This design comes from an exercise in tuning for small area, a short achievable clock period and few clock cycles per item on the open sky130 flow, not from production work.
In this exercise RTL edits were held to simulation tests only and were not proved equivalent to the original.

==> flow/design.v <==
module mul_csa (
  input  wire [15:0] x,
  input  wire [8:0]  one,
  input  wire [8:0]  two,
  input  wire [7:0]  neg,
  output wire [22:0] a,
  output wire [22:0] b,
  output wire        cl
);
  wire pp0_0 = ((one[0] & x[0])) ^ neg[0];
  wire pp0_1 = ((one[0] & x[1]) | (two[0] & x[0])) ^ neg[0];
  wire pp0_2 = ((one[0] & x[2]) | (two[0] & x[1])) ^ neg[0];
  wire pp0_3 = ((one[0] & x[3]) | (two[0] & x[2])) ^ neg[0];
  wire pp0_4 = ((one[0] & x[4]) | (two[0] & x[3])) ^ neg[0];
  wire pp0_5 = ((one[0] & x[5]) | (two[0] & x[4])) ^ neg[0];
  wire pp0_6 = ((one[0] & x[6]) | (two[0] & x[5])) ^ neg[0];
  wire pp0_7 = ((one[0] & x[7]) | (two[0] & x[6])) ^ neg[0];
  wire pp0_8 = ((one[0] & x[8]) | (two[0] & x[7])) ^ neg[0];
  wire pp0_9 = ((one[0] & x[9]) | (two[0] & x[8])) ^ neg[0];
  wire pp0_10 = ((one[0] & x[10]) | (two[0] & x[9])) ^ neg[0];
  wire pp0_11 = ((one[0] & x[11]) | (two[0] & x[10])) ^ neg[0];
  wire pp0_12 = ((one[0] & x[12]) | (two[0] & x[11])) ^ neg[0];
  wire pp0_13 = ((one[0] & x[13]) | (two[0] & x[12])) ^ neg[0];
  wire pp0_14 = ((one[0] & x[14]) | (two[0] & x[13])) ^ neg[0];
  wire pp0_15 = ((one[0] & x[15]) | (two[0] & x[14])) ^ neg[0];
  wire pp0_16 = ((two[0] & x[15])) ^ neg[0];
  wire ns0 = ~neg[0];
  wire pp1_0 = ((one[1] & x[0])) ^ neg[1];
  wire pp1_1 = ((one[1] & x[1]) | (two[1] & x[0])) ^ neg[1];
  wire pp1_2 = ((one[1] & x[2]) | (two[1] & x[1])) ^ neg[1];
  wire pp1_3 = ((one[1] & x[3]) | (two[1] & x[2])) ^ neg[1];
  wire pp1_4 = ((one[1] & x[4]) | (two[1] & x[3])) ^ neg[1];
  wire pp1_5 = ((one[1] & x[5]) | (two[1] & x[4])) ^ neg[1];
  wire pp1_6 = ((one[1] & x[6]) | (two[1] & x[5])) ^ neg[1];
  wire pp1_7 = ((one[1] & x[7]) | (two[1] & x[6])) ^ neg[1];
  wire pp1_8 = ((one[1] & x[8]) | (two[1] & x[7])) ^ neg[1];
  wire pp1_9 = ((one[1] & x[9]) | (two[1] & x[8])) ^ neg[1];
  wire pp1_10 = ((one[1] & x[10]) | (two[1] & x[9])) ^ neg[1];
  wire pp1_11 = ((one[1] & x[11]) | (two[1] & x[10])) ^ neg[1];
  wire pp1_12 = ((one[1] & x[12]) | (two[1] & x[11])) ^ neg[1];
  wire pp1_13 = ((one[1] & x[13]) | (two[1] & x[12])) ^ neg[1];
  wire pp1_14 = ((one[1] & x[14]) | (two[1] & x[13])) ^ neg[1];
  wire pp1_15 = ((one[1] & x[15]) | (two[1] & x[14])) ^ neg[1];
  wire pp1_16 = ((two[1] & x[15])) ^ neg[1];
  wire ns1 = ~neg[1];
  wire pp2_0 = ((one[2] & x[0])) ^ neg[2];
  wire pp2_1 = ((one[2] & x[1]) | (two[2] & x[0])) ^ neg[2];
  wire pp2_2 = ((one[2] & x[2]) | (two[2] & x[1])) ^ neg[2];
  wire pp2_3 = ((one[2] & x[3]) | (two[2] & x[2])) ^ neg[2];
  wire pp2_4 = ((one[2] & x[4]) | (two[2] & x[3])) ^ neg[2];
  wire pp2_5 = ((one[2] & x[5]) | (two[2] & x[4])) ^ neg[2];
  wire pp2_6 = ((one[2] & x[6]) | (two[2] & x[5])) ^ neg[2];
  wire pp2_7 = ((one[2] & x[7]) | (two[2] & x[6])) ^ neg[2];
  wire pp2_8 = ((one[2] & x[8]) | (two[2] & x[7])) ^ neg[2];
  wire pp2_9 = ((one[2] & x[9]) | (two[2] & x[8])) ^ neg[2];
  wire pp2_10 = ((one[2] & x[10]) | (two[2] & x[9])) ^ neg[2];
  wire pp2_11 = ((one[2] & x[11]) | (two[2] & x[10])) ^ neg[2];
  wire pp2_12 = ((one[2] & x[12]) | (two[2] & x[11])) ^ neg[2];
  wire pp2_13 = ((one[2] & x[13]) | (two[2] & x[12])) ^ neg[2];
  wire pp2_14 = ((one[2] & x[14]) | (two[2] & x[13])) ^ neg[2];
  wire pp2_15 = ((one[2] & x[15]) | (two[2] & x[14])) ^ neg[2];
  wire pp2_16 = ((two[2] & x[15])) ^ neg[2];
  wire ns2 = ~neg[2];
  wire pp3_0 = ((one[3] & x[0])) ^ neg[3];
  wire pp3_1 = ((one[3] & x[1]) | (two[3] & x[0])) ^ neg[3];
  wire pp3_2 = ((one[3] & x[2]) | (two[3] & x[1])) ^ neg[3];
  wire pp3_3 = ((one[3] & x[3]) | (two[3] & x[2])) ^ neg[3];
  wire pp3_4 = ((one[3] & x[4]) | (two[3] & x[3])) ^ neg[3];
  wire pp3_5 = ((one[3] & x[5]) | (two[3] & x[4])) ^ neg[3];
  wire pp3_6 = ((one[3] & x[6]) | (two[3] & x[5])) ^ neg[3];
  wire pp3_7 = ((one[3] & x[7]) | (two[3] & x[6])) ^ neg[3];
  wire pp3_8 = ((one[3] & x[8]) | (two[3] & x[7])) ^ neg[3];
  wire pp3_9 = ((one[3] & x[9]) | (two[3] & x[8])) ^ neg[3];
  wire pp3_10 = ((one[3] & x[10]) | (two[3] & x[9])) ^ neg[3];
  wire pp3_11 = ((one[3] & x[11]) | (two[3] & x[10])) ^ neg[3];
  wire pp3_12 = ((one[3] & x[12]) | (two[3] & x[11])) ^ neg[3];
  wire pp3_13 = ((one[3] & x[13]) | (two[3] & x[12])) ^ neg[3];
  wire pp3_14 = ((one[3] & x[14]) | (two[3] & x[13])) ^ neg[3];
  wire pp3_15 = ((one[3] & x[15]) | (two[3] & x[14])) ^ neg[3];
  wire pp3_16 = ((two[3] & x[15])) ^ neg[3];
  wire ns3 = ~neg[3];
  wire pp4_0 = ((one[4] & x[0])) ^ neg[4];
  wire pp4_1 = ((one[4] & x[1]) | (two[4] & x[0])) ^ neg[4];
  wire pp4_2 = ((one[4] & x[2]) | (two[4] & x[1])) ^ neg[4];
  wire pp4_3 = ((one[4] & x[3]) | (two[4] & x[2])) ^ neg[4];
  wire pp4_4 = ((one[4] & x[4]) | (two[4] & x[3])) ^ neg[4];
  wire pp4_5 = ((one[4] & x[5]) | (two[4] & x[4])) ^ neg[4];
  wire pp4_6 = ((one[4] & x[6]) | (two[4] & x[5])) ^ neg[4];
  wire pp4_7 = ((one[4] & x[7]) | (two[4] & x[6])) ^ neg[4];
  wire pp4_8 = ((one[4] & x[8]) | (two[4] & x[7])) ^ neg[4];
  wire pp4_9 = ((one[4] & x[9]) | (two[4] & x[8])) ^ neg[4];
  wire pp4_10 = ((one[4] & x[10]) | (two[4] & x[9])) ^ neg[4];
  wire pp4_11 = ((one[4] & x[11]) | (two[4] & x[10])) ^ neg[4];
  wire pp4_12 = ((one[4] & x[12]) | (two[4] & x[11])) ^ neg[4];
  wire pp4_13 = ((one[4] & x[13]) | (two[4] & x[12])) ^ neg[4];
  wire pp4_14 = ((one[4] & x[14]) | (two[4] & x[13])) ^ neg[4];
  wire pp4_15 = ((one[4] & x[15]) | (two[4] & x[14])) ^ neg[4];
  wire pp4_16 = ((two[4] & x[15])) ^ neg[4];
  wire ns4 = ~neg[4];
  wire pp5_0 = ((one[5] & x[0])) ^ neg[5];
  wire pp5_1 = ((one[5] & x[1]) | (two[5] & x[0])) ^ neg[5];
  wire pp5_2 = ((one[5] & x[2]) | (two[5] & x[1])) ^ neg[5];
  wire pp5_3 = ((one[5] & x[3]) | (two[5] & x[2])) ^ neg[5];
  wire pp5_4 = ((one[5] & x[4]) | (two[5] & x[3])) ^ neg[5];
  wire pp5_5 = ((one[5] & x[5]) | (two[5] & x[4])) ^ neg[5];
  wire pp5_6 = ((one[5] & x[6]) | (two[5] & x[5])) ^ neg[5];
  wire pp5_7 = ((one[5] & x[7]) | (two[5] & x[6])) ^ neg[5];
  wire pp5_8 = ((one[5] & x[8]) | (two[5] & x[7])) ^ neg[5];
  wire pp5_9 = ((one[5] & x[9]) | (two[5] & x[8])) ^ neg[5];
  wire pp5_10 = ((one[5] & x[10]) | (two[5] & x[9])) ^ neg[5];
  wire pp5_11 = ((one[5] & x[11]) | (two[5] & x[10])) ^ neg[5];
  wire pp5_12 = ((one[5] & x[12]) | (two[5] & x[11])) ^ neg[5];
  wire pp5_13 = ((one[5] & x[13]) | (two[5] & x[12])) ^ neg[5];
  wire pp5_14 = ((one[5] & x[14]) | (two[5] & x[13])) ^ neg[5];
  wire pp5_15 = ((one[5] & x[15]) | (two[5] & x[14])) ^ neg[5];
  wire pp5_16 = ((two[5] & x[15])) ^ neg[5];
  wire ns5 = ~neg[5];
  wire pp6_0 = ((one[6] & x[0])) ^ neg[6];
  wire pp6_1 = ((one[6] & x[1]) | (two[6] & x[0])) ^ neg[6];
  wire pp6_2 = ((one[6] & x[2]) | (two[6] & x[1])) ^ neg[6];
  wire pp6_3 = ((one[6] & x[3]) | (two[6] & x[2])) ^ neg[6];
  wire pp6_4 = ((one[6] & x[4]) | (two[6] & x[3])) ^ neg[6];
  wire pp6_5 = ((one[6] & x[5]) | (two[6] & x[4])) ^ neg[6];
  wire pp6_6 = ((one[6] & x[6]) | (two[6] & x[5])) ^ neg[6];
  wire pp6_7 = ((one[6] & x[7]) | (two[6] & x[6])) ^ neg[6];
  wire pp6_8 = ((one[6] & x[8]) | (two[6] & x[7])) ^ neg[6];
  wire pp6_9 = ((one[6] & x[9]) | (two[6] & x[8])) ^ neg[6];
  wire pp6_10 = ((one[6] & x[10]) | (two[6] & x[9])) ^ neg[6];
  wire pp6_11 = ((one[6] & x[11]) | (two[6] & x[10])) ^ neg[6];
  wire pp6_12 = ((one[6] & x[12]) | (two[6] & x[11])) ^ neg[6];
  wire pp6_13 = ((one[6] & x[13]) | (two[6] & x[12])) ^ neg[6];
  wire pp6_14 = ((one[6] & x[14]) | (two[6] & x[13])) ^ neg[6];
  wire pp6_15 = ((one[6] & x[15]) | (two[6] & x[14])) ^ neg[6];
  wire pp6_16 = ((two[6] & x[15])) ^ neg[6];
  wire ns6 = ~neg[6];
  wire pp7_0 = ((one[7] & x[0])) ^ neg[7];
  wire pp7_1 = ((one[7] & x[1]) | (two[7] & x[0])) ^ neg[7];
  wire pp7_2 = ((one[7] & x[2]) | (two[7] & x[1])) ^ neg[7];
  wire pp7_3 = ((one[7] & x[3]) | (two[7] & x[2])) ^ neg[7];
  wire pp7_4 = ((one[7] & x[4]) | (two[7] & x[3])) ^ neg[7];
  wire pp7_5 = ((one[7] & x[5]) | (two[7] & x[4])) ^ neg[7];
  wire pp7_6 = ((one[7] & x[6]) | (two[7] & x[5])) ^ neg[7];
  wire pp7_7 = ((one[7] & x[7]) | (two[7] & x[6])) ^ neg[7];
  wire pp7_8 = ((one[7] & x[8]) | (two[7] & x[7])) ^ neg[7];
  wire pp7_9 = ((one[7] & x[9]) | (two[7] & x[8])) ^ neg[7];
  wire pp7_10 = ((one[7] & x[10]) | (two[7] & x[9])) ^ neg[7];
  wire pp7_11 = ((one[7] & x[11]) | (two[7] & x[10])) ^ neg[7];
  wire pp7_12 = ((one[7] & x[12]) | (two[7] & x[11])) ^ neg[7];
  wire pp7_13 = ((one[7] & x[13]) | (two[7] & x[12])) ^ neg[7];
  wire pp7_14 = ((one[7] & x[14]) | (two[7] & x[13])) ^ neg[7];
  wire pp7_15 = ((one[7] & x[15]) | (two[7] & x[14])) ^ neg[7];
  wire pp7_16 = ((two[7] & x[15])) ^ neg[7];
  wire ns7 = ~neg[7];
  wire pp8_0 = one[8] & x[0];
  wire pp8_1 = one[8] & x[1];
  wire pp8_2 = one[8] & x[2];
  wire pp8_3 = one[8] & x[3];
  wire pp8_4 = one[8] & x[4];
  wire pp8_5 = one[8] & x[5];
  wire pp8_6 = one[8] & x[6];
  wire pp8_7 = one[8] & x[7];
  wire pp8_8 = one[8] & x[8];
  wire pp8_9 = one[8] & x[9];
  wire pp8_10 = one[8] & x[10];
  wire pp8_11 = one[8] & x[11];
  wire pp8_12 = one[8] & x[12];
  wire pp8_13 = one[8] & x[13];
  wire pp8_14 = one[8] & x[14];
  wire pp8_15 = one[8] & x[15];
  wire s1 = neg[5] ^ pp0_10;
  wire c2 = neg[5] & pp0_10;
  wire s3 = pp0_11 ^ pp1_9;
  wire c4 = pp0_11 & pp1_9;
  wire s5 = neg[6] ^ pp0_12 ^ pp1_10;
  wire c6 = (neg[6] & pp0_12) | (pp1_10 & (neg[6] ^ pp0_12));
  wire s7 = pp2_8 ^ pp3_6;
  wire c8 = pp2_8 & pp3_6;
  wire s9 = pp0_13 ^ pp1_11 ^ pp2_9;
  wire c10 = (pp0_13 & pp1_11) | (pp2_9 & (pp0_13 ^ pp1_11));
  wire s11 = pp3_7 ^ pp4_5;
  wire c12 = pp3_7 & pp4_5;
  wire s13 = neg[7] ^ pp0_14 ^ pp1_12;
  wire c14 = (neg[7] & pp0_14) | (pp1_12 & (neg[7] ^ pp0_14));
  wire s15 = pp2_10 ^ pp3_8 ^ pp4_6;
  wire c16 = (pp2_10 & pp3_8) | (pp4_6 & (pp2_10 ^ pp3_8));
  wire s17 = pp5_4 ^ pp6_2;
  wire c18 = pp5_4 & pp6_2;
  wire s19 = pp0_15 ^ pp1_13 ^ pp2_11;
  wire c20 = (pp0_15 & pp1_13) | (pp2_11 & (pp0_15 ^ pp1_13));
  wire s21 = pp3_9 ^ pp4_7 ^ pp5_5;
  wire c22 = (pp3_9 & pp4_7) | (pp5_5 & (pp3_9 ^ pp4_7));
  wire s23 = pp6_3 ^ pp7_1;
  wire c24 = pp6_3 & pp7_1;
  wire s25 = pp0_16 ^ pp1_14 ^ pp2_12;
  wire c26 = (pp0_16 & pp1_14) | (pp2_12 & (pp0_16 ^ pp1_14));
  wire s27 = pp3_10 ^ pp4_8 ^ pp5_6;
  wire c28 = (pp3_10 & pp4_8) | (pp5_6 & (pp3_10 ^ pp4_8));
  wire s29 = pp6_4 ^ pp7_2 ^ pp8_0;
  wire c30 = (pp6_4 & pp7_2) | (pp8_0 & (pp6_4 ^ pp7_2));
  wire s31 = neg[0] ^ pp1_15 ^ pp2_13;
  wire c32 = (neg[0] & pp1_15) | (pp2_13 & (neg[0] ^ pp1_15));
  wire s33 = pp3_11 ^ pp4_9 ^ pp5_7;
  wire c34 = (pp3_11 & pp4_9) | (pp5_7 & (pp3_11 ^ pp4_9));
  wire s35 = pp6_5 ^ pp7_3 ^ pp8_1;
  wire c36 = (pp6_5 & pp7_3) | (pp8_1 & (pp6_5 ^ pp7_3));
  wire s37 = neg[0] ^ pp1_16 ^ pp2_14;
  wire c38 = (neg[0] & pp1_16) | (pp2_14 & (neg[0] ^ pp1_16));
  wire s39 = pp3_12 ^ pp4_10 ^ pp5_8;
  wire c40 = (pp3_12 & pp4_10) | (pp5_8 & (pp3_12 ^ pp4_10));
  wire s41 = pp6_6 ^ pp7_4 ^ pp8_2;
  wire c42 = (pp6_6 & pp7_4) | (pp8_2 & (pp6_6 ^ pp7_4));
  wire s43 = ns0 ^ ns1 ^ pp2_15;
  wire c44 = (ns0 & ns1) | (pp2_15 & (ns0 ^ ns1));
  wire s45 = pp3_13 ^ pp4_11 ^ pp5_9;
  wire c46 = (pp3_13 & pp4_11) | (pp5_9 & (pp3_13 ^ pp4_11));
  wire s47 = pp6_7 ^ pp7_5 ^ pp8_3;
  wire c48 = (pp6_7 & pp7_5) | (pp8_3 & (pp6_7 ^ pp7_5));
  wire s49 = 1'b1 ^ pp2_16 ^ pp3_14;
  wire c50 = (1'b1 & pp2_16) | (pp3_14 & (1'b1 ^ pp2_16));
  wire s51 = pp4_12 ^ pp5_10 ^ pp6_8;
  wire c52 = (pp4_12 & pp5_10) | (pp6_8 & (pp4_12 ^ pp5_10));
  wire s53 = pp7_6 ^ pp8_4;
  wire c54 = pp7_6 & pp8_4;
  wire s55 = ns2 ^ pp3_15 ^ pp4_13;
  wire c56 = (ns2 & pp3_15) | (pp4_13 & (ns2 ^ pp3_15));
  wire s57 = pp5_11 ^ pp6_9 ^ pp7_7;
  wire c58 = (pp5_11 & pp6_9) | (pp7_7 & (pp5_11 ^ pp6_9));
  wire s59 = 1'b1 ^ pp3_16 ^ pp4_14;
  wire c60 = (1'b1 & pp3_16) | (pp4_14 & (1'b1 ^ pp3_16));
  wire s61 = pp5_12 ^ pp6_10;
  wire c62 = pp5_12 & pp6_10;
  wire s63 = ns3 ^ pp4_15 ^ pp5_13;
  wire c64 = (ns3 & pp4_15) | (pp5_13 & (ns3 ^ pp4_15));
  wire s65 = 1'b1 ^ pp4_16;
  wire c66 = 1'b1 & pp4_16;
  wire s67 = neg[3] ^ pp0_6;
  wire c68 = neg[3] & pp0_6;
  wire s69 = pp0_7 ^ pp1_5;
  wire c70 = pp0_7 & pp1_5;
  wire s71 = neg[4] ^ pp0_8 ^ pp1_6;
  wire c72 = (neg[4] & pp0_8) | (pp1_6 & (neg[4] ^ pp0_8));
  wire s73 = pp2_4 ^ pp3_2;
  wire c74 = pp2_4 & pp3_2;
  wire s75 = pp0_9 ^ pp1_7 ^ pp2_5;
  wire c76 = (pp0_9 & pp1_7) | (pp2_5 & (pp0_9 ^ pp1_7));
  wire s77 = pp3_3 ^ pp4_1;
  wire c78 = pp3_3 & pp4_1;
  wire s79 = pp1_8 ^ pp2_6 ^ pp3_4;
  wire c80 = (pp1_8 & pp2_6) | (pp3_4 & (pp1_8 ^ pp2_6));
  wire s81 = pp4_2 ^ pp5_0 ^ s1;
  wire c82 = (pp4_2 & pp5_0) | (s1 & (pp4_2 ^ pp5_0));
  wire s83 = pp2_7 ^ pp3_5 ^ pp4_3;
  wire c84 = (pp2_7 & pp3_5) | (pp4_3 & (pp2_7 ^ pp3_5));
  wire s85 = pp5_1 ^ c2 ^ s3;
  wire c86 = (pp5_1 & c2) | (s3 & (pp5_1 ^ c2));
  wire s87 = pp4_4 ^ pp5_2 ^ pp6_0;
  wire c88 = (pp4_4 & pp5_2) | (pp6_0 & (pp4_4 ^ pp5_2));
  wire s89 = c4 ^ s5 ^ s7;
  wire c90 = (c4 & s5) | (s7 & (c4 ^ s5));
  wire s91 = pp5_3 ^ pp6_1 ^ c6;
  wire c92 = (pp5_3 & pp6_1) | (c6 & (pp5_3 ^ pp6_1));
  wire s93 = c8 ^ s9 ^ s11;
  wire c94 = (c8 & s9) | (s11 & (c8 ^ s9));
  wire s95 = pp7_0 ^ c10 ^ c12;
  wire c96 = (pp7_0 & c10) | (c12 & (pp7_0 ^ c10));
  wire s97 = s13 ^ s15 ^ s17;
  wire c98 = (s13 & s15) | (s17 & (s13 ^ s15));
  wire s99 = c14 ^ c16 ^ c18;
  wire c100 = (c14 & c16) | (c18 & (c14 ^ c16));
  wire s101 = s19 ^ s21 ^ s23;
  wire c102 = (s19 & s21) | (s23 & (s19 ^ s21));
  wire s103 = c20 ^ c22 ^ c24;
  wire c104 = (c20 & c22) | (c24 & (c20 ^ c22));
  wire s105 = s25 ^ s27 ^ s29;
  wire c106 = (s25 & s27) | (s29 & (s25 ^ s27));
  wire s107 = c26 ^ c28 ^ c30;
  wire c108 = (c26 & c28) | (c30 & (c26 ^ c28));
  wire s109 = s31 ^ s33 ^ s35;
  wire c110 = (s31 & s33) | (s35 & (s31 ^ s33));
  wire s111 = c32 ^ c34 ^ c36;
  wire c112 = (c32 & c34) | (c36 & (c32 ^ c34));
  wire s113 = s37 ^ s39 ^ s41;
  wire c114 = (s37 & s39) | (s41 & (s37 ^ s39));
  wire s115 = c38 ^ c40 ^ c42;
  wire c116 = (c38 & c40) | (c42 & (c38 ^ c40));
  wire s117 = s43 ^ s45 ^ s47;
  wire c118 = (s43 & s45) | (s47 & (s43 ^ s45));
  wire s119 = c44 ^ c46 ^ c48;
  wire c120 = (c44 & c46) | (c48 & (c44 ^ c46));
  wire s121 = s49 ^ s51 ^ s53;
  wire c122 = (s49 & s51) | (s53 & (s49 ^ s51));
  wire s123 = pp8_5 ^ c50 ^ c52;
  wire c124 = (pp8_5 & c50) | (c52 & (pp8_5 ^ c50));
  wire s125 = c54 ^ s55 ^ s57;
  wire c126 = (c54 & s55) | (s57 & (c54 ^ s55));
  wire s127 = pp7_8 ^ pp8_6 ^ c56;
  wire c128 = (pp7_8 & pp8_6) | (c56 & (pp7_8 ^ pp8_6));
  wire s129 = c58 ^ s59 ^ s61;
  wire c130 = (c58 & s59) | (s61 & (c58 ^ s59));
  wire s131 = pp6_11 ^ pp7_9 ^ pp8_7;
  wire c132 = (pp6_11 & pp7_9) | (pp8_7 & (pp6_11 ^ pp7_9));
  wire s133 = c60 ^ c62 ^ s63;
  wire c134 = (c60 & c62) | (s63 & (c60 ^ c62));
  wire s135 = pp5_14 ^ pp6_12 ^ pp7_10;
  wire c136 = (pp5_14 & pp6_12) | (pp7_10 & (pp5_14 ^ pp6_12));
  wire s137 = pp8_8 ^ c64 ^ s65;
  wire c138 = (pp8_8 & c64) | (s65 & (pp8_8 ^ c64));
  wire s139 = ns4 ^ pp5_15 ^ pp6_13;
  wire c140 = (ns4 & pp5_15) | (pp6_13 & (ns4 ^ pp5_15));
  wire s141 = pp7_11 ^ pp8_9 ^ c66;
  wire c142 = (pp7_11 & pp8_9) | (c66 & (pp7_11 ^ pp8_9));
  wire s143 = 1'b1 ^ pp5_16 ^ pp6_14;
  wire c144 = (1'b1 & pp5_16) | (pp6_14 & (1'b1 ^ pp5_16));
  wire s145 = pp7_12 ^ pp8_10;
  wire c146 = pp7_12 & pp8_10;
  wire s147 = ns5 ^ pp6_15 ^ pp7_13;
  wire c148 = (ns5 & pp6_15) | (pp7_13 & (ns5 ^ pp6_15));
  wire s149 = 1'b1 ^ pp6_16;
  wire c150 = 1'b1 & pp6_16;
  wire s151 = neg[2] ^ pp0_4;
  wire c152 = neg[2] & pp0_4;
  wire s153 = pp0_5 ^ pp1_3;
  wire c154 = pp0_5 & pp1_3;
  wire s155 = pp1_4 ^ pp2_2 ^ pp3_0;
  wire c156 = (pp1_4 & pp2_2) | (pp3_0 & (pp1_4 ^ pp2_2));
  wire s157 = pp2_3 ^ pp3_1 ^ c68;
  wire c158 = (pp2_3 & pp3_1) | (c68 & (pp2_3 ^ pp3_1));
  wire s159 = pp4_0 ^ c70 ^ s71;
  wire c160 = (pp4_0 & c70) | (s71 & (pp4_0 ^ c70));
  wire s161 = c72 ^ c74 ^ s75;
  wire c162 = (c72 & c74) | (s75 & (c72 ^ c74));
  wire s163 = c76 ^ c78 ^ s79;
  wire c164 = (c76 & c78) | (s79 & (c76 ^ c78));
  wire s165 = c80 ^ s83 ^ c82;
  wire c166 = (c80 & s83) | (c82 & (c80 ^ s83));
  wire s167 = c84 ^ s87 ^ c86;
  wire c168 = (c84 & s87) | (c86 & (c84 ^ s87));
  wire s169 = c88 ^ c90 ^ s91;
  wire c170 = (c88 & c90) | (s91 & (c88 ^ c90));
  wire s171 = c92 ^ c94 ^ s95;
  wire c172 = (c92 & c94) | (s95 & (c92 ^ c94));
  wire s173 = c96 ^ c98 ^ s99;
  wire c174 = (c96 & c98) | (s99 & (c96 ^ c98));
  wire s175 = c100 ^ c102 ^ s103;
  wire c176 = (c100 & c102) | (s103 & (c100 ^ c102));
  wire s177 = c104 ^ c106 ^ s107;
  wire c178 = (c104 & c106) | (s107 & (c104 ^ c106));
  wire s179 = c108 ^ c110 ^ s111;
  wire c180 = (c108 & c110) | (s111 & (c108 ^ c110));
  wire s181 = c112 ^ c114 ^ s115;
  wire c182 = (c112 & c114) | (s115 & (c112 ^ c114));
  wire s183 = c116 ^ c118 ^ s119;
  wire c184 = (c116 & c118) | (s119 & (c116 ^ c118));
  wire s185 = c120 ^ c122 ^ s123;
  wire c186 = (c120 & c122) | (s123 & (c120 ^ c122));
  wire s187 = c124 ^ c126 ^ s127;
  wire c188 = (c124 & c126) | (s127 & (c124 ^ c126));
  wire s189 = s131 ^ c128 ^ c130;
  wire c190 = (s131 & c128) | (c130 & (s131 ^ c128));
  wire s191 = c132 ^ s135 ^ c134;
  wire c192 = (c132 & s135) | (c134 & (c132 ^ s135));
  wire s193 = c136 ^ s139 ^ c138;
  wire c194 = (c136 & s139) | (c138 & (c136 ^ s139));
  wire s195 = c140 ^ s143 ^ s145;
  wire c196 = (c140 & s143) | (s145 & (c140 ^ s143));
  wire s197 = pp8_11 ^ c144 ^ c146;
  wire c198 = (pp8_11 & c144) | (c146 & (pp8_11 ^ c144));
  wire s199 = pp7_14 ^ pp8_12 ^ c148;
  wire c200 = (pp7_14 & pp8_12) | (c148 & (pp7_14 ^ pp8_12));
  wire s201 = ns6 ^ pp7_15 ^ pp8_13;
  wire c202 = (ns6 & pp7_15) | (pp8_13 & (ns6 ^ pp7_15));
  wire s203 = 1'b1 ^ pp7_16;
  wire c204 = 1'b1 & pp7_16;
  wire s205 = neg[1] ^ pp0_2;
  wire c206 = neg[1] & pp0_2;
  wire s207 = pp0_3 ^ pp1_1;
  wire c208 = pp0_3 & pp1_1;
  wire s209 = pp1_2 ^ pp2_0 ^ s151;
  wire c210 = (pp1_2 & pp2_0) | (s151 & (pp1_2 ^ pp2_0));
  wire s211 = pp2_1 ^ c152 ^ s153;
  wire c212 = (pp2_1 & c152) | (s153 & (pp2_1 ^ c152));
  wire s213 = s67 ^ c154 ^ s155;
  wire c214 = (s67 & c154) | (s155 & (s67 ^ c154));
  wire s215 = s69 ^ c156 ^ s157;
  wire c216 = (s69 & c156) | (s157 & (s69 ^ c156));
  wire s217 = s73 ^ c158 ^ s159;
  wire c218 = (s73 & c158) | (s159 & (s73 ^ c158));
  wire s219 = s77 ^ c160 ^ s161;
  wire c220 = (s77 & c160) | (s161 & (s77 ^ c160));
  wire s221 = s81 ^ c162 ^ s163;
  wire c222 = (s81 & c162) | (s163 & (s81 ^ c162));
  wire s223 = s85 ^ c164 ^ s165;
  wire c224 = (s85 & c164) | (s165 & (s85 ^ c164));
  wire s225 = s89 ^ c166 ^ s167;
  wire c226 = (s89 & c166) | (s167 & (s89 ^ c166));
  wire s227 = s93 ^ c168 ^ s169;
  wire c228 = (s93 & c168) | (s169 & (s93 ^ c168));
  wire s229 = s97 ^ c170 ^ s171;
  wire c230 = (s97 & c170) | (s171 & (s97 ^ c170));
  wire s231 = s101 ^ c172 ^ s173;
  wire c232 = (s101 & c172) | (s173 & (s101 ^ c172));
  wire s233 = s105 ^ c174 ^ s175;
  wire c234 = (s105 & c174) | (s175 & (s105 ^ c174));
  wire s235 = s109 ^ c176 ^ s177;
  wire c236 = (s109 & c176) | (s177 & (s109 ^ c176));
  wire s237 = s113 ^ c178 ^ s179;
  wire c238 = (s113 & c178) | (s179 & (s113 ^ c178));
  wire s239 = s117 ^ c180 ^ s181;
  wire c240 = (s117 & c180) | (s181 & (s117 ^ c180));
  wire s241 = s121 ^ c182 ^ s183;
  wire c242 = (s121 & c182) | (s183 & (s121 ^ c182));
  wire s243 = s125 ^ c184 ^ s185;
  wire c244 = (s125 & c184) | (s185 & (s125 ^ c184));
  wire s245 = s129 ^ c186 ^ s187;
  wire c246 = (s129 & c186) | (s187 & (s129 ^ c186));
  wire s247 = s133 ^ c188 ^ s189;
  wire c248 = (s133 & c188) | (s189 & (s133 ^ c188));
  wire s249 = s137 ^ c190 ^ s191;
  wire c250 = (s137 & c190) | (s191 & (s137 ^ c190));
  wire s251 = s141 ^ c192 ^ s193;
  wire c252 = (s141 & c192) | (s193 & (s141 ^ c192));
  wire s253 = c142 ^ s195 ^ c194;
  wire c254 = (c142 & s195) | (c194 & (c142 ^ s195));
  wire s255 = s147 ^ c196 ^ s197;
  wire c256 = (s147 & c196) | (s197 & (s147 ^ c196));
  wire s257 = s149 ^ c198 ^ s199;
  wire c258 = (s149 & c198) | (s199 & (s149 ^ c198));
  wire s259 = c150 ^ s201 ^ c200;
  wire c260 = (c150 & s201) | (c200 & (c150 ^ s201));
  wire s261 = pp8_14 ^ c202 ^ s203;
  wire c262 = (pp8_14 & c202) | (s203 & (pp8_14 ^ c202));
  wire [7:0] la = {c214, c212, c210, c208, c206, pp1_0, pp0_1, neg[0]};
  wire [7:0] lb = {s215, s213, s211, s209, s207, s205, 1'b0, pp0_0};
  wire [8:0] ls = {1'b0, la} + {1'b0, lb};
  assign cl = ls[8];
  assign a[0] = c216;
  assign b[0] = s217;
  assign a[1] = c218;
  assign b[1] = s219;
  assign a[2] = c220;
  assign b[2] = s221;
  assign a[3] = c222;
  assign b[3] = s223;
  assign a[4] = c224;
  assign b[4] = s225;
  assign a[5] = c226;
  assign b[5] = s227;
  assign a[6] = c228;
  assign b[6] = s229;
  assign a[7] = c230;
  assign b[7] = s231;
  assign a[8] = c232;
  assign b[8] = s233;
  assign a[9] = c234;
  assign b[9] = s235;
  assign a[10] = c236;
  assign b[10] = s237;
  assign a[11] = c238;
  assign b[11] = s239;
  assign a[12] = c240;
  assign b[12] = s241;
  assign a[13] = c242;
  assign b[13] = s243;
  assign a[14] = c244;
  assign b[14] = s245;
  assign a[15] = c246;
  assign b[15] = s247;
  assign a[16] = c248;
  assign b[16] = s249;
  assign a[17] = c250;
  assign b[17] = s251;
  assign a[18] = c252;
  assign b[18] = s253;
  assign a[19] = c254;
  assign b[19] = s255;
  assign a[20] = c256;
  assign b[20] = s257;
  assign a[21] = c258;
  assign b[21] = s259;
  assign a[22] = c260;
  assign b[22] = s261;
endmodule
module booth_enc (
    input  wire [15:0] c,
    output wire [8:0]  one,
    output wire [8:0]  two,
    output wire [7:0]  neg
);
    wire [18:0] ce = {2'b00, c, 1'b0};
    genvar j;
    generate
        for (j = 0; j < 9; j = j + 1) begin : g
            wire b2 = ce[2*j+2];
            wire b1 = ce[2*j+1];
            wire b0 = ce[2*j];
            assign one[j] = b1 ^ b0;
            assign two[j] = (b2 & ~b1 & ~b0) | (~b2 & b1 & b0);
            if (j < 8) begin : gn
                assign neg[j] = b2;
            end
        end
    endgenerate
endmodule
module prefix16 (
    input  wire [15:0] g,
    input  wire [15:0] p,
    output wire        G,
    output wire        P
);
    wire [7:0] ga, pa;
    wire [3:0] gb, pb;
    wire [1:0] gc, pc;
    genvar i;
    generate
        for (i = 0; i < 8; i = i + 1) begin : l1
            assign ga[i] = g[2*i+1] | (p[2*i+1] & g[2*i]);
            assign pa[i] = p[2*i+1] & p[2*i];
        end
        for (i = 0; i < 4; i = i + 1) begin : l2
            assign gb[i] = ga[2*i+1] | (pa[2*i+1] & ga[2*i]);
            assign pb[i] = pa[2*i+1] & pa[2*i];
        end
        for (i = 0; i < 2; i = i + 1) begin : l3
            assign gc[i] = gb[2*i+1] | (pb[2*i+1] & gb[2*i]);
            assign pc[i] = pb[2*i+1] & pb[2*i];
        end
    endgenerate
    assign G = gc[1] | (pc[1] & gc[0]);
    assign P = pc[1] & pc[0];
endmodule
module ahb_lite_fir_filter (
    input  wire        clk,
    input  wire        n_rst,
    input  wire        hsel,
    input  wire [3:0]  haddr,
    input  wire        hsize,
    input  wire [1:0]  htrans,
    input  wire        hwrite,
    input  wire [15:0] hwdata,
    output reg  [15:0] hrdata,
    output reg         hresp
);
    wire xfer = hsel & (htrans != 2'b00);
    always @(*) begin
        hresp = 1'b0;
        if (xfer) begin
            if (hwrite) hresp = (haddr[3:2] == 2'b00) | (haddr == 4'd15);
            else        hresp = (haddr == 4'd15);
        end
    end
    wire wr_ok    = xfer & hwrite & (haddr[3:2] != 2'b00) & (haddr != 4'd15);
    wire s_wr_nx  = wr_ok & (haddr[3:1] == 3'd2);
    reg        wv;           
    reg        hw_lo;        
    reg        hw_hi;
    reg [3:0]  wa;
    reg        ws;
    reg [3:0]  ra;           
    reg        rs;
    always @(posedge clk, negedge n_rst) begin
        if (!n_rst) begin
            wv <= 1'b0; hw_lo <= 1'b0; hw_hi <= 1'b0;
        end else begin
            wv    <= wr_ok;
            hw_lo <= s_wr_nx & (hsize | ~haddr[0]);
            hw_hi <= s_wr_nx & (hsize | haddr[0]);
        end
    end
    always @(posedge clk) begin
        wa <= haddr;
        ws <= hsize;
        ra <= haddr;
        rs <= hsize;
    end
    wire w_lo  = ws | ~wa[0];
    wire w_hi  = ws | wa[0];
    wire s_wr  = hw_lo | hw_hi;                        
    wire ld    = wv & (wa == 4'd14) & hwdata[0];       
    wire [3:0] f_wr;
    assign f_wr[0] = wv & (wa[3:1] == 3'd3);
    assign f_wr[1] = wv & (wa[3:1] == 3'd4);
    assign f_wr[2] = wv & (wa[3:1] == 3'd5);
    assign f_wr[3] = wv & (wa[3:1] == 3'd6);
    reg [15:0] F0, F1, F2, F3;       
    reg [15:0] C0, C1, C2, C3;       
    reg [15:0] S, H1, H2;            
    reg [15:0] result;               
    reg        rneg;                 
    reg        err;
    reg [1:0] zf0, zf1, zf2, zf3;    
    reg [1:0] zc0, zc1, zc2, zc3;    
    reg       zs, zh1, zh2, zr;      
    always @(posedge clk, negedge n_rst) begin
        if (!n_rst) begin
            zf0 <= 2'b11; zf1 <= 2'b11; zf2 <= 2'b11; zf3 <= 2'b11;
            zc0 <= 2'b11; zc1 <= 2'b11; zc2 <= 2'b11; zc3 <= 2'b11;
        end else begin
            if (f_wr[0] & w_lo) zf0[0] <= 1'b0;
            if (f_wr[0] & w_hi) zf0[1] <= 1'b0;
            if (f_wr[1] & w_lo) zf1[0] <= 1'b0;
            if (f_wr[1] & w_hi) zf1[1] <= 1'b0;
            if (f_wr[2] & w_lo) zf2[0] <= 1'b0;
            if (f_wr[2] & w_hi) zf2[1] <= 1'b0;
            if (f_wr[3] & w_lo) zf3[0] <= 1'b0;
            if (f_wr[3] & w_hi) zf3[1] <= 1'b0;
            if (ld) begin
                zc0 <= zf0; zc1 <= zf1; zc2 <= zf2; zc3 <= zf3;
            end
        end
    end
    always @(posedge clk) begin
        begin
            if (f_wr[0] & w_lo) F0[7:0]  <= hwdata[7:0];
            if (f_wr[0] & w_hi) F0[15:8] <= hwdata[15:8];
            if (f_wr[1] & w_lo) F1[7:0]  <= hwdata[7:0];
            if (f_wr[1] & w_hi) F1[15:8] <= hwdata[15:8];
            if (f_wr[2] & w_lo) F2[7:0]  <= hwdata[7:0];
            if (f_wr[2] & w_hi) F2[15:8] <= hwdata[15:8];
            if (f_wr[3] & w_lo) F3[7:0]  <= hwdata[7:0];
            if (f_wr[3] & w_hi) F3[15:8] <= hwdata[15:8];
        end
    end
    always @(posedge clk) begin
        if (ld) begin
            C0 <= F0; C1 <= F1; C2 <= F2; C3 <= F3;
        end
    end
    wire [15:0] F0v = {zf0[1] ? 8'd0 : F0[15:8], zf0[0] ? 8'd0 : F0[7:0]};
    wire [15:0] F1v = {zf1[1] ? 8'd0 : F1[15:8], zf1[0] ? 8'd0 : F1[7:0]};
    wire [15:0] F2v = {zf2[1] ? 8'd0 : F2[15:8], zf2[0] ? 8'd0 : F2[7:0]};
    wire [15:0] F3v = {zf3[1] ? 8'd0 : F3[15:8], zf3[0] ? 8'd0 : F3[7:0]};
    wire [15:0] C3v = {zc3[1] ? 8'd0 : C3[15:8], zc3[0] ? 8'd0 : C3[7:0]};
    localparam J_IDLE = 3'd0, J_L3 = 3'd1, J_L2 = 3'd2, J_W2 = 3'd3, J_T1 = 3'd4;
    localparam T_NONE = 3'd0, T_P0 = 3'd5, T_L3 = 3'd1, T_L2 = 3'd2, T_W2 = 3'd3, T_T1 = 3'd4;
    reg        pend;         
    reg        acc_ok;       
    reg [2:0]  jq;           
    reg        shifted;      
    reg        msh;          
    reg [1:0]  mbk;          
    reg [2:0]  tag;          
    reg [2:0]  mop;          
    reg        sx_s, sx_h1, sx_h2;           
    reg        sc0, sc1, sc2, sc3;           
    reg [17:0] ACC;          
    wire complete_now = pend & acc_ok & (tag == T_P0);
    wire step = (mop != T_P0);
    wire gs  = sx_s  & ~zs;
    wire gh1 = sx_h1 & ~zh1;
    wire gh2 = sx_h2 & ~zh2;
    wire [15:0] xo = ({16{gs}} & S) | ({16{gh1}} & H1) | ({16{gh2}} & H2);
    wire [7:0] ca_lo = ({8{sc0 & ~zc0[0]}} & C0[7:0]) | ({8{sc1 & ~zc1[0]}} & C1[7:0])
                     | ({8{sc2 & ~zc2[0]}} & C2[7:0]) | ({8{sc3 & ~zc3[0]}} & C3[7:0]);
    wire [7:0] ca_hi = ({8{sc0 & ~zc0[1]}} & C0[15:8]) | ({8{sc1 & ~zc1[1]}} & C1[15:8])
                     | ({8{sc2 & ~zc2[1]}} & C2[15:8]) | ({8{sc3 & ~zc3[1]}} & C3[15:8]);
    wire [15:0] ca = {ca_hi, ca_lo};
    wire [15:0] xa = {hw_hi ? hwdata[15:8] : xo[15:8], hw_lo ? hwdata[7:0] : xo[7:0]};
    wire [8:0] a_one, a_two;
    wire [7:0] a_neg;
    booth_enc ENCA (.c(ca), .one(a_one), .two(a_two), .neg(a_neg));
    wire [22:0] ma_a, ma_b;
    wire        ma_c;
    mul_csa MA (.x(xa), .one(a_one), .two(a_two), .neg(a_neg), .a(ma_a), .b(ma_b), .cl(ma_c));
    reg [22:0] pa, pb;
    reg        pcl;
    always @(posedge clk) begin
        pa  <= ma_a;
        pb  <= ma_b;
        pcl <= ma_c;
    end
    wire [24:0] U2  = {1'b0, pa, 1'b1} + {1'b0, pb, pcl};
    wire [23:0] U   = U2[24:1];
    wire [15:0] T   = U[22:7];
    wire [7:0]  lo2 = {1'b0, pa[6:0]} + {1'b0, pb[6:0]} + {7'd0, pcl};
    wire        cin = lo2[7];
    wire [15:0] ph  = pa[22:7];
    wire [15:0] qh  = pb[22:7];
    wire [15:0] nk  = ~ACC[15:0];
    wire [15:0] sv  = ph ^ qh ^ nk;
    wire [15:0] cm  = (ph & qh) | (ph & nk) | (qh & nk);
    wire [15:0] g1 = ph & qh;
    wire [15:0] p1 = ph | qh;
    wire [15:0] g2 = sv & {cm[14:0], 1'b0};
    wire [15:0] p2 = sv | {cm[14:0], 1'b0};
    wire gw, pw, gr, pr;
    prefix16 PW (.g(g1), .p(p1), .G(gw), .P(pw));
    prefix16 PR (.g(g2), .p(p2), .G(gr), .P(pr));
    wire w    = gw | (pw & cin);
    wire c16  = gr | (pr & cin);
    wire ovf3 = ~ACC[17] & ACC[16];
    wire err4 = ACC[17] & (w ? (cm[15] & c16) : (cm[15] | c16));
    wire err_n = ovf3 | err4;
    wire        a_sub = (tag == T_P0) | (tag == T_L2) | (tag == T_W2);
    wire [17:0] a_op  = (tag == T_W2) ? {2'b00, M3} : (tag == T_L3) ? 18'd0 : ACC;
    wire [18:0] a_s2  = {a_op, 1'b1} + {{2'b00, T} ^ {18{a_sub}}, a_sub};
    wire [17:0] a_sum = a_s2[18:1];
    wire        mb_act = (mbk != 2'd3);
    wire [15:0] xm = ({16{~msh & ~zh1}} & H1) | ({16{msh & ~zh2}} & H2);
    reg  [2:0]  mneg, mone, mtwo;    
    wire [16:0] mg0 = ({17{mone[0]}} & {1'b0, xm}) | ({17{mtwo[0]}} & {xm, 1'b0});
    wire [16:0] mg1 = ({17{mone[1]}} & {1'b0, xm}) | ({17{mtwo[1]}} & {xm, 1'b0});
    wire [16:0] mg2 = ({17{mone[2]}} & {1'b0, xm}) | ({17{mtwo[2]}} & {xm, 1'b0});
    reg         mbp;                 
    reg  [21:0] mbacc;
    wire [15:0] M3 = mbacc[15:0];
    wire [26:0] r0 = {{8{mneg[0]}}, mg0 ^ {17{mneg[0]}}, 1'b0, (mbk != 2'd0) & mbp};
    wire [26:0] r1 = {{6{mneg[1]}}, mg1 ^ {17{mneg[1]}}, 1'b0, mneg[0], 2'b00};
    wire [26:0] r2 = {{4{mneg[2]}}, mg2 ^ {17{mneg[2]}}, 1'b0, mneg[1], 4'b0000};
    wire [26:0] r3 = (mbk == 2'd0) ? 27'd0 : {{6{mbacc[21]}}, mbacc[21:1]};
    wire [26:0] k1s = r0 ^ r1 ^ r2;
    wire [26:0] k1c = {((r0 & r1) | (r0 & r2) | (r1 & r2)), 1'b0};
    wire [26:0] k2s = k1s ^ k1c ^ r3;
    wire [26:0] k2c = {((k1s & k1c) | (k1s & r3) | (k1c & r3)), 1'b0};
    wire [26:0] mbsum = k2s + k2c;
    always @(posedge clk) begin
        if (mb_act) begin
            mbacc <= mbsum[26:5];
            mbp   <= mneg[2];
        end
        if (tag == T_L3 || tag == T_L2 || tag == T_W2 || tag == T_T1) ACC <= a_sum;
    end
    reg [2:0] jq_n;
    always @(*) begin
        if (ld)        jq_n = J_L3;
        else if (step) jq_n = (mop == T_L3) ? J_L2 : (mop == T_T1) ? J_IDLE : J_T1;
        else           jq_n = complete_now ? J_W2 : jq;
    end
    wire [2:0] tag_n    = ld ? T_NONE : mop;
    wire       pend_n   = s_wr | (pend & ~complete_now);
    wire       acc_ok_n = ~ld & ~complete_now & (acc_ok | (tag == T_T1));
    wire       shift_n  = ~ld & ~complete_now & (shifted | s_wr);
    wire [1:0] mbk_n    = (ld | complete_now) ? 2'd0 : (mbk == 2'd3) ? 2'd3 : mbk + 2'd1;
    wire       cpl_nx = pend_n & acc_ok_n & (tag_n == T_P0);
    wire [2:0] jq_nx  = cpl_nx ? J_W2 : jq_n;
    wire       sh_nx  = shift_n & ~cpl_nx;
    reg  [2:0] mop_n;
    always @(*) begin
        if (s_wr_nx) mop_n = T_P0;
        else case (jq_nx)
            J_L3:    mop_n = T_L3;
            J_L2:    mop_n = T_L2;
            J_W2:    mop_n = T_W2;
            J_T1:    mop_n = T_T1;
            default: mop_n = T_P0;
        endcase
    end
    wire [15:0] c3_n = ld ? F3v : C3v;
    wire [18:0] c3e  = {2'b00, c3_n, 1'b0};
    reg  [6:0]  cw;
    always @(*) begin
        case (mbk_n)
            2'd0:    cw = c3e[6:0];
            2'd1:    cw = c3e[12:6];
            default: cw = c3e[18:12];
        endcase
    end
    reg [2:0] mneg_n, mone_n, mtwo_n;
    integer q;
    always @(*) begin
        for (q = 0; q < 3; q = q + 1) begin
            mone_n[q] = cw[2*q+1] ^ cw[2*q];
            mtwo_n[q] = (cw[2*q+2] & ~cw[2*q+1] & ~cw[2*q]) | (~cw[2*q+2] & cw[2*q+1] & cw[2*q]);
            mneg_n[q] = cw[2*q+2];
        end
    end
    always @(posedge clk, negedge n_rst) begin
        if (!n_rst) begin
            mone <= 3'd0; mtwo <= 3'd0; mneg <= 3'd0;
        end else begin
            mone <= mone_n; mtwo <= mtwo_n; mneg <= mneg_n;
        end
    end
    always @(posedge clk, negedge n_rst) begin
        if (!n_rst) begin
            zs <= 1'b1; zh1 <= 1'b1; zh2 <= 1'b1; zr <= 1'b1;
            err <= 1'b0;
            pend <= 1'b0; acc_ok <= 1'b0;
            jq <= J_L3; shifted <= 1'b0; msh <= 1'b0; mbk <= 2'd0; tag <= T_NONE;
            mop <= T_L3;
            sx_s <= 1'b0; sx_h1 <= 1'b0; sx_h2 <= 1'b1;
            sc0 <= 1'b0; sc1 <= 1'b0; sc2 <= 1'b0; sc3 <= 1'b1;
        end else begin
            if (s_wr) begin
                zs  <= 1'b0;
                zh1 <= zs;
                zh2 <= zh1;
            end
            if (complete_now) begin
                err <= err_n;
                zr  <= 1'b0;
            end
            if (ld) err <= 1'b0;
            pend    <= pend_n;
            acc_ok  <= acc_ok_n;
            jq      <= jq_n;
            shifted <= shift_n;
            msh     <= ~ld & ~complete_now & (msh | s_wr);
            mbk     <= mbk_n;
            tag     <= tag_n;
            mop     <= mop_n;
            sx_s    <= (mop_n == T_P0) | ((mop_n == T_T1) & ~sh_nx);
            sx_h1   <= ((mop_n == T_T1) & sh_nx) | (((mop_n == T_L2) | (mop_n == T_W2)) & ~sh_nx);
            sx_h2   <= (mop_n == T_L3) | (((mop_n == T_L2) | (mop_n == T_W2)) & sh_nx);
            sc0     <= (mop_n == T_P0);
            sc1     <= (mop_n == T_T1);
            sc2     <= (mop_n == T_L2) | (mop_n == T_W2);
            sc3     <= (mop_n == T_L3);
        end
    end
    always @(posedge clk) begin
        if (s_wr) begin
            S  <= xa;
            H1 <= S;
            H2 <= H1;
        end
        if (complete_now) begin
            result <= a_sum[15:0];
            rneg   <= a_sum[17];
        end
    end
    wire busy_o = pend & ~complete_now;
    wire err_o  = complete_now ? err_n : err;
    wire [15:0] rmag = rneg ? (~result + 16'd1) : result;
    reg [15:0] rv;
    always @(*) begin
        case (ra[3:1])
            3'd0:    rv = {7'd0, err_o, 7'd0, busy_o};
            3'd1:    rv = zr ? 16'd0 : rmag;
            3'd2:    rv = zs ? 16'd0 : S;
            3'd3:    rv = F0v;
            3'd4:    rv = F1v;
            3'd5:    rv = F2v;
            3'd6:    rv = F3v;
            default: rv = 16'd0;
        endcase
        hrdata[15:8] = (rs | ra[0])  ? rv[15:8] : 8'd0;
        hrdata[7:0]  = (rs | ~ra[0]) ? rv[7:0]  : 8'd0;
    end
endmodule
==> flow/flow/run.sh <==
#!/bin/bash
bash standard.sh SETUP_SLACK_MARGIN=6.4 "BUFFER_PORTS_ARGS=-buffer_cell sky130_fd_sc_hd__buf_2" finish > standard.log 2>&1
==> flow/standard.sh <==
#!/bin/bash
# synth_recipe.tcl (not shown) runs the flow's synth.tcl, then flattens the netlist and writes it again
# the make line also repeats each setting of config.mk as NAME=value (left out here)
make -C /OpenROAD-flow-scripts/flow DESIGN_CONFIG=/design/flow/config.mk WORK_HOME=/design/flow/orfs CLKGATE_MAP_FILE= SYNTH_SCRIPT=/design/flow/synth_recipe.tcl "${@:-finish}"
==> flow/config.mk <==
export PLATFORM = sky130hd
export DESIGN_NAME = ahb_lite_fir_filter
export DESIGN_NICKNAME = ahb_lite_fir_filter
export VERILOG_FILES = /design/flow/design.v
export SDC_FILE = /design/flow/constraint.sdc
export NUM_CORES = 4
export LEC_CHECK = 0
export ABC_AREA = 1
export CAP_MARGIN = 20
export CORE_MARGIN = 2
export CORE_UTILIZATION = 40
export CTS_CLUSTER_DIAMETER = 120
export CTS_CLUSTER_SIZE = 22
export SETUP_SLACK_MARGIN = 5
export SLEW_MARGIN = 20
==> flow/constraint.sdc <==
create_clock -name core_clock -period 11.0 [get_ports {clk}]
set_input_delay 2.2000 -clock core_clock [delete_from_list [all_inputs] [get_ports {clk}]]
set_output_delay 2.2000 -clock core_clock [all_outputs]
set_load 0.01 [all_outputs]
==> flow_summary_export.csv, run 1 <==
group,metric,value,unit
run_status,status,"no timing/DRC/antenna violations",
route,firstDrtPassIters,5,
die,core_area,62600,sq um
global_route,grt_pass1_wl,118000,um
global_route,antenna_found_initial,2,
place,post-place-ws,5.47,ns
route,antenna_left,0,
yosys,synthArstFlopShare,16.1,%
cts,cts_buffers,20,
yosys,synthAdderAreaFrac,18.3,%
setup_path,cp_top_family,"simple AND/OR/NAND/NOR gates",
die,fp.dieArea,65000,sq um
final_layout,area_growth,19.9,%
place,placed_cells,3567,
die,num_rows,92,
sta,hold_viol,0,
cts,clockBufferDepth,3,
place,port-buffer-count,43,
route,wl_per_cell,20.9,um
worst_hold_path,hold_depth,0,
yosys,synthXorXnorAreaFrac,8.62,%
sta,grt_setup_unrepaired,"true",
sta,fmax,195,MHz
global_route,grt_pass1_vias,20266,
final_layout,design_area,30200,sq um
cts,h-tree-depth,1,
setup_path,path_depth,15,
cts,cts_tree,"done",
sta,fin_worst_skew,0.0545,ns
yosys,synthSimpleGateAreaFrac,12.7,%
route,vias_per_cell,5.43,
setup_path,timing.critical_path.mode_cell,"nand2_2",
yosys,avgSynthCellArea,9.21,sq um
cts,clk_latency,0.61,ns
place,dp_hpwl,56700,um
global_route,track_usage,23.5,%
die,die-height,255,um
final_layout,postLayoutCoreUtil,48.3,%
route,drt_iter0_drc,1912,
die,dieWidth,255,um
final_layout,fin_nets,3207,
global_route,grt_max_degree,78,
route,drc,0,
cts,cts_root_buffer,"clkbuf_16",
setup_path,worst_setup_path_start_kind,"flop",
sta,period_share,46.6,%
cts,numClockSinks,341,
yosys,synth-seq-area-share,37.6,%
yosys,syn_inst,2736,
sta,tightest_slew,1.14,ns
sta,finalSetupViolCount,0,
setup_path,cp_cell_sequence,"inv_2 > fa_1 > nor2_2 > nor2_2 > nand2_2 > nor2_4 > nand3_2 > nand3_2 > nand2_2 > nand2_2 > nand2_2 > nand2_2 > nand2_1 > a21oi_2 > buf_2",
setup_path,cpPeakStageDelay,0.61,ns
final_layout,antenna_cells,0,
yosys,ys.warnings.count,1,
setup_path,crit_type,"reg2out",
setup_path,required,8.80,ns
sta,slew_headroom,24.2,%
yosys,synth-compound-area-share,13.3,%
final_layout,fin_cells,3768,
sta,whs,0.448,ns
yosys,ys_types,61,
yosys,synthesis.nets,3035,
setup_path,cp-end-kind,"output port",
place,gp_congestion,0.949,
yosys,synth-edff-count,234,
sta,min_period,5.12,ns
yosys,synth_top_family_by_area,"adder cells",
yosys,synth_seq_cells,341,
setup_path,r2r_cells,17,
route,num_vias,20468,
place,place_area,26500,sq um
worst_hold_path,hold_class,"reg2reg",
setup_path,crit_arrival,2.92,ns
setup_path,critPathBufInv,2,
setup_path,cp_slowest_cell,"fa_1",
route,drt-total-wl,78600,um
sta,setup_tns,0,ns
setup_path,cp_max_fo,2,
run,drv_cap,0,
sta,drv_slew,0,
sta,fin_ws,5.88,ns
yosys,synthFlopType,"edfxtp_1",
cts,clkTransAtPathRegs,0.11,ns
yosys,synthMuxAreaShare,0,%
die,io_pins,44,
yosys,syn-cell-area,25200,sq um
die,initial_utilization,40.2,%
global_route,overflow,0,
final_layout,layout-drive-gt1-share,21.9,%
-- final cells by class --
class	instances	area (sq um)
Fill cell	5782	32400
Multi-Input combinational cell	1794	14700
Sequential cell	341	9480
Timing Repair Buffer	230	2310
Inverter	521	2030
Tap cell	846	1060
Clock buffer	32	546
Clock inverter	4	71.3
-- layout by cell type, fill, tap and decap left out, types with 28 or more instances in the layout --
cell / Yosys / routed
dfxtp_1: 52 / 49
buf_12: 0 / 32
buf_4: 10 / 128
o21ai_0: 101 / 78
o22ai_1: 187 / 161
inv_2: 12 / 65
o22ai_2: 29 / 35
xnor2_1: 33 / 33
a21oi_1: 101 / 86
ha_1: 110 / 104
fa_2: 0 / 43
nor2_1: 177 / 155
nand3_1: 111 / 93
xor2_1: 215 / 204
fa_1: 162 / 119
inv_1: 498 / 431
nand2_1: 373 / 350
buf_2: 33 / 28
edfxtp_1: 234 / 234
-- what timing repair did --
action                                  4_1_cts  5_1_grt
pin swaps                                    66      105
endpoints found under the setup margin       75       56
cloned                                        2        3
resized for setup                           147      226
setup buffers                               100       60
hold buffers                                  0        0
-- cell usage after synthesis, drive strengths merged (4+ instances only) --
| cell | number | area (sq um) |
|---|---|---|
| a211oi | 5 | 37.5 |
| a21o | 6 | 45.0 |
| a21oi | 104 | 539 |
| a221oi | 5 | 43.8 |
| a31oi | 22 | 138 |
| a32oi | 9 | 78.8 |
| buf | 49 | 293 |
| clkbuf | 31 | 116 |
| clkinv | 8 | 30.0 |
| dfrtp | 31 | 776 |
| dfstp | 24 | 631 |
| dfxtp | 52 | 1040 |
| edfxtp | 234 | 7030 |
| fa | 162 | 3240 |
| ha | 110 | 1380 |
| inv | 513 | 1930 |
| nand2 | 389 | 1510 |
| nand3 | 111 | 556 |
| nand3b | 4 | 30.0 |
| nand4 | 16 | 115 |
| nor2 | 181 | 689 |
| nor3 | 36 | 213 |
| o2111ai | 4 | 35.0 |
| o21a | 10 | 75.1 |
| o21ai | 112 | 583 |
| o21bai | 4 | 30.0 |
| o22ai | 216 | 1530 |
| o31ai | 6 | 45.0 |
| or2 | 7 | 43.8 |
| xnor2 | 33 | 289 |
| xor2 | 215 | 1880 |
-- per-layer routing --
metal  GRT usage, %  vias up  share of wire, %
met5              0        -                 0
met4           7.05        0               4.0
met3           3.13      187               7.1
met2           38.3      878                46
met1           32.8    10005                43
li1               -     9398                 -
-- registers in the layout, indices dropped and copies added, names as in the netlist, 18 cells and up --
signal and count:
ACC 18, pb 23, mbacc 22, pa 23
-- cells by family (layout without fill, tap and decap cells) --
| kind of cell | Yosys count | count (layout) |
|---|---|---|
| buf+inv | 601 | 787 |
| xor+xnor | 248 | 248 |
| flops | 341 | 341 |
| fa+ha+maj | 272 | 272 |
| simple gates | 752 | 752 |
| compound gates | 522 | 522 |
-- path summary, 6_finish.rpt --
check | end | slack [ns] | start
worst max-delay path | hrdata[8] | 5.88 | ACC[11]
worst min register to register | C3[8] | 0.45 | F3[8]
max in group asynchronous | msh | 8.70 | n_rst
min in group asynchronous | hw_hi | 1.77 | n_rst
worst min-delay path | C3[8] | 0.45 | F3[8]
worst max register to register | pb[9] | 6.46 | zh1
Testbench counts, summed over its fixed seeds: cycles 4,880, samples 1,600.
==> run 2: changes to the inputs <==
==> flow/flow/run.sh (replaced) <==
#!/bin/bash
bash standard.sh SETUP_SLACK_MARGIN=6.15 "BUFFER_PORTS_ARGS=-buffer_cell sky130_fd_sc_hd__buf_2" finish > standard.log 2>&1
==> flow_summary_export.csv, run 2 <==
group,metric,value,unit
die,num_rows,92,
final_layout,postLayoutCoreUtil,45.3,%
sta,setup_tns,0,ns
yosys,synthFlopType,"edfxtp_1",
worst_hold_path,hold_path_end,"C1[4]",
setup_path,timing.critical_path.mode_cell,"nand2_1",
route,wl_per_cell,20.3,um
final_layout,fin_nets,3134,
die,io_pins,44,
cts,clkTransAtPathRegs,0.09,ns
route,drt_iter0_drc,1838,
route,antenna_left,0,
sta,drv_slew,0,
yosys,synthXorXnorAreaFrac,8.62,%
place,gp_congestion,0.950,
yosys,syn-cell-area,25200,sq um
place,port-buffer-count,43,
setup_path,crit_arrival,2.83,ns
yosys,ys_types,61,
die,initial_utilization,40.2,%
die,die-height,255,um
setup_path,cp-end-kind,"output port",
yosys,post-synth-top-count-cell,"inv_1",
setup_path,cp_cell_sequence,"inv_1 > fa_1 > nor2_1 > nor2_1 > nand2_1 > nor2_2 > nand3_1 > nand3_1 > nand2_2 > nand2_4 > nand2_2 > nand2_1 > nand2_1 > a21oi_2 > buf_2",
setup_path,cp_top_family,"simple AND/OR/NAND/NOR gates",
cts,clockBufferDepth,3,
final_layout,antenna_cells,0,
final_layout,reg_top3,"pa (23), pb (23), mbacc (22)",
yosys,synthAdderAreaFrac,18.3,%
die,core_area,62600,sq um
final_layout,area_growth,12.7,%
yosys,synthMuxAreaShare,0,%
yosys,synthSimpleGateAreaFrac,12.7,%
run,drv_cap,0,
die,dieWidth,255,um
die,fp.dieArea,65000,sq um
setup_path,crit_type,"reg2out",
yosys,syn_inst,2736,
sta,slew_headroom,26.7,%
yosys,synth.largest_area_cell,"edfxtp_1",
global_route,grt_pass1_vias,19328,
yosys,synth-seq-area-share,37.6,%
yosys,synthesis.nets,3035,
route,firstDrtPassIters,5,
setup_path,r2r_cells,18,
sta,finalSetupViolCount,0,
worst_hold_path,hold_depth,0,
sta,fmax,199,MHz
cts,cts_root_buffer,"clkbuf_16",
worst_hold_path,hp-start,"F1[4]",
yosys,synth_seq_cells,341,
final_layout,mostFrequentLayoutCells,"473 x inv_1, 358 x nand2_1, 234 x edfxtp_1",
final_layout,final_common_cell,"inv_1",
route,drc,0,
setup_path,reg2reg_setup_slack,6.33,ns
yosys,synth_commonest_cells,"498 x inv_1, 373 x nand2_1, 234 x edfxtp_1, 215 x xor2_1, 187 x o22ai_1",
sta,tightest_slew,1.10,ns
cts,h-tree-depth,1,
setup_path,cpPeakStageDelay,0.59,ns
place,post-place-ws,5.46,ns
yosys,synth_area_leaders,"edfxtp_1 28%, fa_1 13%, xor2_1 7.5%",
sta,min_period,5.03,ns
cts,cts_hold_buf,0,
yosys,synth_top_family_by_area,"adder cells",
setup_path,r2r_end,"pb[11]",
yosys,avgSynthCellArea,9.21,sq um
sta,grt_setup_unrepaired,"true",
sta,fin_worst_skew,0.0617,ns
route,vias_per_cell,5.36,
sta,fin_ws,5.97,ns
setup_path,cp_max_fo,2,
global_route,grt_pass1_wl,114000,um
global_route,grt_max_degree,66,
sta,hold_viol,0,
setup_path,cp_slowest_cell,"fa_1",
global_route,antenna_found_initial,0,
yosys,synth_top_area_share,27.9,%
cts,cts_buffers,20,
cts,clk_latency,0.61,ns
setup_path,critPathBufInv,2,
final_layout,layout-drive-gt1-share,14.0,%
route,num_vias,19804,
yosys,synthArstFlopShare,16.1,%
cts,numClockSinks,341,
worst_hold_path,hold_class,"reg2reg",
yosys,synth-compound-area-share,13.3,%
global_route,track_usage,22.8,%
setup_path,r2r_start,"zc2[0]",
setup_path,worst_setup_path_start_kind,"flop",
setup_path,required,8.80,ns
run_status,status,"no timing/DRC/antenna violations",
route,drt-total-wl,74900,um
cts,cts_tree,"done",
yosys,ys.warnings.count,1,
global_route,overflow,0,
place,dp_hpwl,56800,um
yosys,synth-edff-count,234,
sta,period_share,45.7,%
## run 2: cell counts after synthesis
Identical to the previous run, type by type.
## run 2: routing by layer
layer	global-route usage (%)	part of all wire [%]	up-vias
li1	-	-	9268
met4	6.33	3.2	0
met5	0	0	-
met2	37.0	45	815
met1	32.3	45	9601
met3	2.76	6.8	120
## run 2: stage by stage
stage / area [sq um] / hold WS (ns) / std cells
2_1_floorplan: 25500 / 0.426 / 2736
3_3_place_gp: 26400 / 0.430 / 3566
3_5_place_dp: 26400 / 0.433 / 3567
4_1_cts: 27700 / 0.431 / 3645
5_1_grt: 28400 / 0.457 / 3695
6_report: 28400 / 0.437 / 3695
## run 2: cell type report
cell class                 count  area (sq um)
clock buffer                  32           566
sequential                   341          9480
tap                          846          1060
fill                        6017         34200
clock inverter                 4          85.1
timing repair buffer         155          1290
inverter                     521          2000
timing repair inverter         2          12.5
multi-input combinational   1794         13900
## run 2: how the worst max path moves through the flow
stage	startpoint	to	slack (ns)	depth (start not counted)
after CTS	ACC[15]	hrdata[8]	5.92	14
after detailed placement	hwdata[12]	pb[5]	5.46	12
after global routing	ACC[6]	hrdata[8]	5.75	17
after global placement	hwdata[14]	pb[8]	5.47	12
after floorplan	hwdata[10]	pb[6]	6.11	11
final	ACC[11]	hrdata[8]	5.97	15
## run 2: repair_timing
item                                    in CTS  in global routing
endpoints found under the setup margin      56                 53
gates cloned                                 0                  2
endpoints found under the hold margin        0                  0
setup buffers                               42                 48
gates resized for setup                     79                 65
pin swaps                                   41                 23
## run 2: kinds of logic (layout without fill, tap and decap cells)
family                     count (synthesis)  after routing
and+or+nand+nor                          752            752
buffers and inverters                    601            714
AOI/OAI and AO/OA                        522            522
DFF                                      341            341
adders and majority gates                272            272
xor gates and xnor gates                 248            248

==> port drivers added, routing unchanged <==
Ports are ideal in the flow. The routed layouts listed here were re-timed in OpenROAD.
Step 1 (the two cells are an assumption about what drives the block):
set clk [get_ports {clk}]
set_driving_cell -lib_cell sky130_fd_sc_hd__clkbuf_16 $clk
set_driving_cell -lib_cell sky130_fd_sc_hd__buf_2 [delete_from_list [all_inputs] $clk]
Step 2 times the ports against the registers' clock, not the clock port: input delays grow and output delays shrink by t, the midpoint of the rising clock arrivals with the driver on.
Slacks: ideal ports / drivers / drivers and shift; pairs: ideal ports / drivers.
run	t (ns)	setup slack, ns	worst setup path after step 2	clock arrival spread, ns
run 1	0.645	5.875 / 5.811 / 5.740	input to register	0.055 / 0.055
run 2	0.636	5.974 / 5.911 / 5.700	input to register	0.068 / 0.068
After both steps setup and hold are still met in every run listed. For run 2, which loses most, drivers alone change the setup slack by -0.063 ns; drivers and shift together by -0.274 ns.
